From an optimization exercise on the open Yosys and OpenROAD flow, aimed at small area, a short achievable clock period and few clock cycles; shortcuts taken in it are not production practice. Only simulation tests tie the RTL to the original design; equivalence was not proved.

branch violet:
==> flow/design.v <==
module interpolation (
    input           clk,
    input           RST,
    input           START,
    input   [5:0]   H0,
    input   [5:0]   V0,
    input   [3:0]   SW,
    input   [3:0]   SH,
    output          REN,
    input   [7:0]   R_DATA,
    output  [11:0]  ADDR,
    output  [7:0]   O_DATA,
    output          O_VALID
);
assign REN = 1'b0;
reg [3:0] sw, sh;            
reg       start_q;           
reg [3:0] ryf;               
reg [3:0] rc;                
reg       rsub;              
reg [11:0] addr;             
reg        r_top, r_last;    
reg [7:0] T, B;
reg [3:0] c_yr;
reg       cfull;
reg [7:0] N;
reg       nv;
reg [1:0] cnt;               
reg        loaded;
reg [4:0]  oj;                
reg [3:0]  xp;                
reg [7:0]  vl, vu;
reg [7:0]  odata;
reg        ovalid;
assign ADDR = addr;
assign O_DATA = odata;
assign O_VALID = ovalid;
function [7:0] lerp3;
    input [7:0] c, a, b;
    input [3:0] r;
    reg [11:0] x0, x1, x2, x3, x4, s1, c1, s2, c2, s;
    begin
        x0 = {4'd0, c};
        x1 = {4'd0, r[0] ? b : a};
        x2 = {3'd0, r[1] ? b : a, 1'b0};
        x3 = {2'd0, r[2] ? b : a, 2'b0};
        x4 = {1'd0, r[3] ? b : a, 3'b0};
        s1 = x0 ^ x1 ^ x2;
        c1 = ((x0 & x1) | (x0 & x2) | (x1 & x2)) << 1;
        s2 = s1 ^ c1 ^ x3;
        c2 = ((s1 & c1) | (s1 & x3) | (c1 & x3)) << 1;
        s = s2 + c2 + x4;
        lerp3 = s[11:4];
    end
endfunction
wire [7:0] vcol = lerp3(T, T, B, c_yr);
wire       row_end = (oj == 5'b11000);
wire [4:0] xsum = {1'b0, xp} + {1'b0, sw};
wire       pop_next = row_end | xsum[4];
wire       avail = nv | cfull;
wire       produce = loaded;
wire       want = ~loaded | pop_next;
wire       take = want & avail;
wire [7:0] src = nv ? N : vcol;
wire       issue = ~start_q & (rsub | (cnt != 2'd2) | take);
wire       col_done = rsub | (ryf == 4'd0);
wire       row_done = issue & col_done & (rc == sw);
wire [4:0] ysum = {1'b0, ryf} + {1'b0, sh};
wire       rsub_n = issue ? ~col_done : rsub;
wire       col_up = issue & col_done;
wire [5:0] acol_n = addr[5:0] + {row_done ? {2'b11, ~sw} : 6'd0} + {5'd0, col_up};
wire [3:0] rc_n = (issue & col_done) ? (row_done ? 4'd0 : rc + 4'd1) : rc;
wire [3:0] ryf_n = row_done ? ysum[3:0] : ryf;
wire       row_up = issue & ~rsub & (~col_done | (row_done & ysum[4]));
wire       row_dn = issue & rsub & ~(row_done & ysum[4]);
wire [5:0] arow_n = addr[11:6] + {{5{row_dn}}, row_dn | row_up};
always @(posedge clk) begin
    start_q <= START;
    addr[5:0] <= START ? H0 : acol_n;
    addr[11:6] <= START ? V0 : arow_n;
    odata <= lerp3(vu, vl, vu, xp);    
    if (r_top)
        T <= R_DATA;
    if (r_last)
        B <= R_DATA;
    if (issue & rsub)
        c_yr <= ryf;
    if (take) begin
        vl <= vu;
        vu <= src;
    end
    if (nv ? take : ~take)
        N <= vcol;
    if (START) begin
        sw <= SW - 4'd1;
        sh <= SH - 4'd1;
    end
end
always @(posedge clk) begin
    if (START) begin
        ryf <= 4'd0;
        rc <= 4'd0;
        rsub <= 1'b0;
        r_top <= 1'b0;
        r_last <= 1'b0;
        cfull <= 1'b0;
        nv <= 1'b0;
        cnt <= 2'd0;
        loaded <= 1'b0;
        oj <= 5'd1;
        xp <= 4'd15;
        ovalid <= 1'b0;
    end else begin
        ryf <= ryf_n;
        rc <= rc_n;
        rsub <= rsub_n;
        r_top <= issue & ~rsub;
        r_last <= issue & col_done;
        cnt <= cnt + {1'b0, issue & ~rsub} - {1'b0, take};
        if (take)
            nv <= nv & cfull;
        else if (cfull)
            nv <= 1'b1;
        cfull <= r_last | (cfull & nv & ~take);
        ovalid <= produce & ~RST;
        if (produce) begin
            if (row_end) begin
                oj <= 5'd1;
                xp <= 4'd15;
            end else begin
                oj <= {oj[3:0], oj[4] ^ oj[2]};
                xp <= xsum[3:0];
            end
            loaded <= ~pop_next | take;
        end else if (take) begin
            loaded <= 1'b1;
        end
    end
end
endmodule
Settings: LEC_CHECK=0, CAP_MARGIN=20, CORE_MARGIN=2, CORE_UTILIZATION=40, SLEW_MARGIN=60; clock period 32.0 ns.
standard.sh (not shown) runs the stock make flow with config.mk's settings and CLKGATE_MAP_FILE= SYNTH_SCRIPT=/design/flow/synth_recipe.tcl, a recipe that flattens the netlist after the stock synthesis.
==> flow/flow/run.sh <==
#!/bin/bash
# Standard ORFS flow with buf_2 port buffers and a clock tree of clkbuf_4
# leaf cells under a clkbuf_16 root, without dummy loads. The make output
# goes to flow_make.log here; ORFS logs each tool
# under orfs/logs/.
set -euo pipefail
export BUFFER_PORTS_ARGS="-buffer_cell sky130_fd_sc_hd__buf_2"
export CTS_ARGS="-sink_clustering_enable -repair_clock_nets -root_buf sky130_fd_sc_hd__clkbuf_16 -buf_list sky130_fd_sc_hd__clkbuf_4 -dont_use_dummy_load"
bash standard.sh > flow_make.log 2>&1
Testbench counts of branch violet, summed over its fixed seeds: cycles 85,208.
Modified inputs, branch indigo compared to branch violet
--- a/flow/design.v
+++ b/flow/design.v
@@ -14,7 +14,6 @@
 );
 assign REN = 1'b0;
 reg [3:0] sw, sh;            
-reg       start_q;           
 reg [3:0] ryf;               
 reg [3:0] rc;                
 reg       rsub;              
@@ -25,7 +24,6 @@
 reg       cfull;
 reg [7:0] N;
 reg       nv;
-reg [1:0] cnt;               
 reg        loaded;
 reg [4:0]  oj;                
 reg [3:0]  xp;                
@@ -62,7 +60,7 @@
 wire       want = ~loaded | pop_next;
 wire       take = want & avail;
 wire [7:0] src = nv ? N : vcol;
-wire       issue = ~start_q & (rsub | (cnt != 2'd2) | take);
+wire       issue = (rsub | ~(nv & cfull | nv & r_last | cfull & r_last) | take);
 wire       col_done = rsub | (ryf == 4'd0);
 wire       row_done = issue & col_done & (rc == sw);
 wire [4:0] ysum = {1'b0, ryf} + {1'b0, sh};
@@ -75,7 +73,6 @@
 wire       row_dn = issue & rsub & ~(row_done & ysum[4]);
 wire [5:0] arow_n = addr[11:6] + {{5{row_dn}}, row_dn | row_up};
 always @(posedge clk) begin
-    start_q <= START;
     addr[5:0] <= START ? H0 : acol_n;
     addr[11:6] <= START ? V0 : arow_n;
     odata <= lerp3(vu, vl, vu, xp);    
@@ -105,7 +102,6 @@
         r_last <= 1'b0;
         cfull <= 1'b0;
         nv <= 1'b0;
-        cnt <= 2'd0;
         loaded <= 1'b0;
         oj <= 5'd1;
         xp <= 4'd15;
@@ -116,7 +112,6 @@
         rsub <= rsub_n;
         r_top <= issue & ~rsub;
         r_last <= issue & col_done;
-        cnt <= cnt + {1'b0, issue & ~rsub} - {1'b0, take};
         if (take)
             nv <= nv & cfull;
         else if (cfull)
==> summary.txt <==
- Per the comparison of branch indigo with branch violet, routed length on met2 shrank by 120 um, number of buffers outside the clock class in the layout decreased by 1 relative to the old numbers, total routed wirelength -71 um, setup slack dropped 0.0058 ns.
- Between branch violet and branch indigo, the share of the synthesized netlist area taken by xor and xnor gates does not differ in any meaningful way.
- Lower area used by multi-input combinational logic was reported by branch indigo, not branch violet.
Testbench counts of branch indigo, summed over its fixed seeds: cycles 84,952.

## what the ideal ports hide
How much do the figures lean on ideal ports? The routed layouts below were timed once more, with nothing changed but the port constraints.
Step 1 assumes that a clkbuf_16 drives the clock port and a buf_2 every other input.
Step 2 also shifts input and output timing later by t, the mid clock arrival at the registers, as if the neighbouring blocks saw the same clock.
Three values: ideal, step 1, step 2; two values: the first two.
| run | t, ns | slack for setup (ns) | worst hold slack (ns) |
|---|---|---|---|
| branch violet | 0.378 | 24.739 / 24.700 / 24.729 | 0.503 / 0.503 / 0.503 |
| branch indigo | 0.378 | 24.733 / 24.692 / 24.741 | 0.498 / 0.498 / 0.498 |
After both steps every run listed still meets setup and hold. For branch violet, which loses most, drivers alone change the setup slack by -0.039 ns; drivers and shift together by -0.010 ns.
